What follows belongs to an exercise in optimizing a design on an open flow for small area and a short achievable clock period; a production flow would make more cautious choices. Power is estimated from default activity; no workload was simulated.

==> inputs of maple <==
==> flow/design.v <==
module mips(
    input clk,
    input rst,
    output [31:0] imem_addr,
    input  [31:0] imem_rdata,
    output [31:0] dmem_addr,
    output [31:0] dmem_wdata,
    output        dmem_we,
    output        dmem_re,
    input  [31:0] dmem_rdata
);
    reg  [31:2] pc;
    wire [31:2] pc_inc = pc + 30'd1;
    reg  [31:0] m_res;           
    reg         m_taken;
    always @(posedge clk or posedge rst)
        if (rst) pc <= 30'h0c00;
        else     pc <= m_taken ? m_res[31:2] : pc_inc;
    assign imem_addr = {pc, 2'b00};
    reg [31:0] ir;
    reg [31:2] d_pc1;
    always @(posedge clk or posedge rst)
        if (rst) ir <= 32'b0;
        else     ir <= imem_rdata;
    always @(posedge clk)
        d_pc1 <= pc_inc;
    wire [5:0] op = ir[31:26];
    wire [4:0] rs = ir[25:21];
    wire [4:0] rt = ir[20:16];
    wire [4:0] rd = ir[15:11];
    wire [15:0] imm = ir[15:0];
    wire [3:0] fn = ir[3:0];
    wire is_r    = (op == 6'h00);
    wire is_addi = (op == 6'h08) | (op == 6'h09);
    wire is_ori  = (op == 6'h0d);
    wire is_lui  = (op == 6'h0f);
    wire is_lw   = (op == 6'h23);
    wire is_sw   = (op == 6'h2b);
    wire is_beq  = (op == 6'h04);
    wire [31:0] sext = {{16{imm[15]}}, imm};
    wire [31:2] br_tgt = d_pc1 + sext[29:0];
    wire [31:0] x_id = is_beq ? {br_tgt, 2'b00} :
                       is_ori ? {16'b0, imm} :
                       is_lui ? {imm, 16'b0} : sext;
    reg  [31:0] rf [1:31];
    reg  [31:1] rf_v;
    reg  [31:0] w_data;
    reg  [4:0]  w_dst;
    reg         w_we;
    integer i;
    always @(posedge clk)
        for (i = 1; i < 32; i = i + 1)
            if (w_we && w_dst == i) rf[i] <= w_data;
    always @(posedge clk or posedge rst)
        if (rst) rf_v <= 31'b0;
        else for (i = 1; i < 32; i = i + 1)
            if (w_we && w_dst == i) rf_v[i] <= 1'b1;
    reg [31:0] rs_val, rt_val;
    always @(*) begin
        rs_val = 32'b0;
        rt_val = 32'b0;
        for (i = 1; i < 32; i = i + 1) begin
            if (rs == i && rf_v[i]) rs_val = rs_val | rf[i];
            if (rt == i && rf_v[i]) rt_val = rt_val | rf[i];
        end
    end
    reg [31:0] e_a, e_b, e_x;
    reg [4:0]  e_dst;
    reg        e_imm, e_sub, e_arith, e_and, e_or, e_xor, e_slt, e_pass;
    reg        e_we, e_re, e_rw, e_br;
    always @(posedge clk) begin
        e_a   <= rs_val;
        e_b   <= rt_val;
        e_x   <= x_id;
        e_dst <= is_r ? rd : rt;
        e_imm <= ~is_r;
        e_sub <= is_r & ((fn == 4'b0010) | (fn == 4'b1010));
        e_arith <= (is_r & ((fn == 4'b0000) | (fn == 4'b0010))) | is_addi | is_lw | is_sw;
        e_and <= is_r & (fn == 4'b0100);
        e_or  <= (is_r & (fn == 4'b0101)) | is_ori | is_lui;
        e_xor <= is_r & (fn == 4'b0110);
        e_slt <= is_r & (fn == 4'b1010);
        e_pass <= is_beq;
    end
    always @(posedge clk or posedge rst)
        if (rst) begin
            e_we <= 1'b0; e_re <= 1'b0; e_rw <= 1'b0; e_br <= 1'b0;
        end else begin
            e_we <= is_sw;
            e_re <= is_lw;
            e_rw <= is_r | is_addi | is_ori | is_lui | is_lw;
            e_br <= is_beq;
        end
    wire [31:0] opb = e_imm ? e_x : e_b;
    wire [32:0] sum = {1'b0, e_a} + {1'b0, opb ^ {32{e_sub}}} + {32'b0, e_sub};
    wire        ltu = ~sum[32];
    wire [31:0] res = ({32{e_arith}} & sum[31:0]) |
                      ({32{e_and}} & (e_a & opb)) |
                      ({32{e_or}}  & (e_a | opb)) |
                      ({32{e_xor}} & (e_a ^ opb)) |
                      {31'b0, e_slt & ltu} |
                      ({32{e_pass}} & e_x);
    wire        eq = (e_a == e_b);
    reg [31:0] m_sd;
    reg [4:0]  m_dst;
    reg        m_we, m_re, m_rw;
    always @(posedge clk) begin
        m_res <= res;
        m_sd  <= e_b;
        m_dst <= e_dst;
    end
    always @(posedge clk or posedge rst)
        if (rst) begin
            m_we <= 1'b0; m_re <= 1'b0; m_rw <= 1'b0; m_taken <= 1'b0;
        end else begin
            m_we <= e_we; m_re <= e_re; m_rw <= e_rw; m_taken <= e_br & eq;
        end
    assign dmem_addr  = m_res;
    assign dmem_wdata = m_sd;
    assign dmem_we    = m_we;
    assign dmem_re    = m_re;
    always @(posedge clk) begin
        w_data <= m_re ? dmem_rdata : m_res;
        w_dst  <= m_dst;
    end
    always @(posedge clk or posedge rst)
        if (rst) w_we <= 1'b0;
        else     w_we <= m_rw;
endmodule
==> flow/run.sh <==
#!/bin/bash
# synth_recipe.tcl (not shown) runs the flow's synth.tcl, then flattens the netlist and writes it again
# the make line also repeats each setting of config.mk as NAME=value (left out here)
make -C /OpenROAD-flow-scripts/flow DESIGN_CONFIG=/design/flow/config.mk WORK_HOME=/design/flow/orfs CLKGATE_MAP_FILE= SYNTH_SCRIPT=/design/flow/synth_recipe.tcl finish
==> flow/config.mk <==
export PLATFORM = sky130hd
export DESIGN_NAME = mips
export DESIGN_NICKNAME = mips
export VERILOG_FILES = /design/flow/design.v
export SDC_FILE = /design/flow/constraint.sdc
export NUM_CORES = 8
export LEC_CHECK = 0
export ABC_CLOCK_PERIOD_IN_PS = 2600
export CAP_MARGIN = 20
export CORE_MARGIN = 2
export CORE_UTILIZATION = 35
export SETUP_SLACK_MARGIN = 3.5
export SLEW_MARGIN = 20
==> flow/constraint.sdc <==
create_clock -name core_clock -period 6.2 [get_ports {clk}]
set_input_delay 1.2400 -clock core_clock [delete_from_list [all_inputs] [get_ports {clk}]]
set_output_delay 1.2400 -clock core_clock [all_outputs]
set_load 0.01 [all_outputs]
==> amber: changes against maple <==
==> flow/design.v, changed modules only <==
module mips(
    input clk,
    input rst,
    output [31:0] imem_addr,
    input  [31:0] imem_rdata,
    output [31:0] dmem_addr,
    output [31:0] dmem_wdata,
    output        dmem_we,
    output        dmem_re,
    input  [31:0] dmem_rdata
);
    integer i;
    reg  [31:2] pc;
    wire [31:2] pc_inc = pc + 30'd1;
    reg  [31:0] m_res;           
    reg         m_taken;
    always @(posedge clk or posedge rst)
        if (rst) pc <= 30'h0c00;
        else     pc <= m_taken ? m_res[31:2] : pc_inc;
    assign imem_addr = {pc, 2'b00};
    reg [31:0] ir;
    reg [31:2] d_pc1;
    reg [3:0]  d_rs_lo, d_rt_lo;
    reg [7:0]  d_rs_hi, d_rt_hi;
    always @(posedge clk or posedge rst)
        if (rst) ir <= 32'b0;
        else     ir <= imem_rdata;
    always @(posedge clk) begin
        d_pc1 <= pc_inc;
        for (i = 0; i < 4; i = i + 1) begin
            d_rs_lo[i] <= (imem_rdata[22:21] == i);
            d_rt_lo[i] <= (imem_rdata[17:16] == i);
        end
        for (i = 0; i < 8; i = i + 1) begin
            d_rs_hi[i] <= (imem_rdata[25:23] == i);
            d_rt_hi[i] <= (imem_rdata[20:18] == i);
        end
    end
    wire [5:0] op = ir[31:26];
    wire [4:0] rt = ir[20:16];
    wire [4:0] rd = ir[15:11];
    wire [15:0] imm = ir[15:0];
    wire [3:0] fn = ir[3:0];
    wire is_r    = (op == 6'h00);
    wire is_addi = (op == 6'h08) | (op == 6'h09);
    wire is_ori  = (op == 6'h0d);
    wire is_lui  = (op == 6'h0f);
    wire is_lw   = (op == 6'h23);
    wire is_sw   = (op == 6'h2b);
    wire is_beq  = (op == 6'h04);
    wire r_sub   = is_r & ((fn == 4'b0010) | (fn == 4'b1010));
    wire [31:0] sext = {{16{imm[15]}}, imm};
    wire [31:2] br_tgt = d_pc1 + sext[29:0];
    wire [31:0] x_id = is_beq ? {br_tgt, 2'b00} :
                       is_ori ? {16'b0, imm} :
                       is_lui ? {imm, 16'b0} : sext;
    reg  [31:0] rf [1:31];
    reg  [31:1] rf_v;
    reg  [31:0] w_data;
    reg  [3:0]  w_lo;            
    reg  [7:0]  w_hi;            
    wire [31:1] w_en;
    genvar g;
    generate for (g = 1; g < 32; g = g + 1) begin : wr
        assign w_en[g] = w_lo[g % 4] & w_hi[g / 4];
        always @(posedge clk)
            if (w_en[g]) rf[g] <= w_data;
    end endgenerate
    always @(posedge clk or posedge rst)
        if (rst) rf_v <= 31'b0;
        else     rf_v <= rf_v | w_en;
    reg [31:0] rs_val, rt_val;
    always @(*) begin
        rs_val = 32'b0;
        rt_val = 32'b0;
        for (i = 1; i < 32; i = i + 1) begin
            rs_val = rs_val | ({32{d_rs_lo[i % 4] & d_rs_hi[i / 4] & rf_v[i]}} & rf[i]);
            rt_val = rt_val | ({32{d_rt_lo[i % 4] & d_rt_hi[i / 4] & rf_v[i]}} & rf[i]);
        end
    end
    wire [31:0] opb_id = r_sub ? ~rt_val : (is_r ? rt_val : x_id);
    reg [31:0] e_a, e_b, e_o;
    reg [4:0]  e_dst;
    reg        e_sub, e_arith, e_and, e_or, e_xor, e_slt, e_pass;
    reg        e_we, e_re, e_rw, e_br;
    always @(posedge clk) begin
        e_a   <= rs_val;
        e_b   <= rt_val;
        e_o   <= opb_id;
        e_dst <= is_r ? rd : rt;
        e_sub <= r_sub;
        e_arith <= (is_r & ((fn == 4'b0000) | (fn == 4'b0010))) | is_addi | is_lw | is_sw;
        e_and <= is_r & (fn == 4'b0100);
        e_or  <= (is_r & (fn == 4'b0101)) | is_ori | is_lui;
        e_xor <= is_r & (fn == 4'b0110);
        e_slt <= is_r & (fn == 4'b1010);
        e_pass <= is_beq;
    end
    always @(posedge clk or posedge rst)
        if (rst) begin
            e_we <= 1'b0; e_re <= 1'b0; e_rw <= 1'b0; e_br <= 1'b0;
        end else begin
            e_we <= is_sw;
            e_re <= is_lw;
            e_rw <= is_r | is_addi | is_ori | is_lui | is_lw;
            e_br <= is_beq;
        end
    wire [32:0] sum = {1'b0, e_a} + {1'b0, e_o} + {32'b0, e_sub};
    wire        ltu = ~sum[32];
    wire [31:0] res = ({32{e_arith}} & sum[31:0]) |
                      ({32{e_and}} & (e_a & e_o)) |
                      ({32{e_or}}  & (e_a | e_o)) |
                      ({32{e_xor}} & (e_a ^ e_o)) |
                      {31'b0, e_slt & ltu} |
                      ({32{e_pass}} & e_o);
    wire        eq = (e_a == e_b);
    reg [31:0] m_sd;
    reg [4:0]  m_dst;
    reg        m_we, m_re, m_rw;
    always @(posedge clk) begin
        m_res <= res;
        m_sd  <= e_b;
        m_dst <= e_dst;
    end
    always @(posedge clk or posedge rst)
        if (rst) begin
            m_we <= 1'b0; m_re <= 1'b0; m_rw <= 1'b0; m_taken <= 1'b0;
        end else begin
            m_we <= e_we; m_re <= e_re; m_rw <= e_rw; m_taken <= e_br & eq;
        end
    assign dmem_addr  = m_res;
    assign dmem_wdata = m_sd;
    assign dmem_we    = m_we;
    assign dmem_re    = m_re;
    always @(posedge clk) begin
        w_data <= m_re ? dmem_rdata : m_res;
        for (i = 0; i < 4; i = i + 1)
            w_lo[i] <= (m_dst[1:0] == i);
    end
    always @(posedge clk or posedge rst)
        if (rst) w_hi <= 8'b0;
        else for (i = 0; i < 8; i = i + 1)
            w_hi[i] <= m_rw & (m_dst[4:2] == i);
endmodule
==> flow/flow/run.sh (new file) <==
#!/bin/bash
set -euo pipefail
bash standard.sh MATCH_CELL_FOOTPRINT=0 finish > flow_make.log 2>&1
==> flow/standard.sh (new file) <==
#!/bin/bash
# synth_recipe.tcl (not shown) runs the flow's synth.tcl, then flattens the netlist and writes it again
# the make line also repeats each setting of config.mk as NAME=value (left out here)
make -C /OpenROAD-flow-scripts/flow DESIGN_CONFIG=/design/flow/config.mk WORK_HOME=/design/flow/orfs CLKGATE_MAP_FILE= SYNTH_SCRIPT=/design/flow/synth_recipe.tcl "${@:-finish}"
--- a/flow/config.mk
+++ b/flow/config.mk
@@ -7,3 +7,3 @@
 export LEC_CHECK = 0
-export ABC_CLOCK_PERIOD_IN_PS = 2600
+export ABC_CLOCK_PERIOD_IN_PS = 2500
 export CAP_MARGIN = 20
@@ -11,3 +11,3 @@
 export CORE_UTILIZATION = 35
-export SETUP_SLACK_MARGIN = 3.5
+export SETUP_SLACK_MARGIN = 3.7
 export SLEW_MARGIN = 20
removed: flow/run.sh
==> summary of the runs <==
Against maple, the wire length of amber is larger by about 4%. In amber the worst hold slack is better than in maple, by 0.0046 ns. Against amber, the synthesized cell count of maple is lower by 0.99%. Between maple and amber, the lower global-route usage is in maple (gap 0.85 points). Against amber, the sequential share of layout area of maple is lower by 0.18 points. Die area is about the same in amber and maple. In area after synthesis, maple and amber hardly differ. In amber the combinational power is larger than in maple, by about 15%.
No functional check of the RTL was part of any run of this note.

## port drivers added, routing unchanged
The flow's constraints put no driver on any port. The routed layouts listed below were extracted and timed again, unchanged, in two steps.
Step 1 (the two cells are an assumption about what drives the block):
set clk [get_ports {clk}]
set_driving_cell -lib_cell sky130_fd_sc_hd__clkbuf_16 $clk
set_driving_cell -lib_cell sky130_fd_sc_hd__buf_2 [delete_from_list [all_inputs] $clk]
Step 2 moves the port delays by t, midway between the first and last clock arrival at a register: inputs arrive t later, outputs are due t later. That takes back most of the time a late clock gives input paths.
a / b / c = ideal ports / drivers / drivers and shift; a / b = the first two.
run | t (ns) | setup slack, ns | latest minus earliest clock arrival (ns) | worst register clock-pin slew, ns | pins driven straight from the clock port
maple | 0.869 | 2.980 / 2.980 / 2.980 | 0.050 / 0.051 | 0.07 / 0.07 | 1
amber | 0.895 | 3.341 / 3.341 / 3.341 | 0.047 / 0.047 | 0.07 / 0.07 | 1
After both steps setup and hold are still met in every run listed.
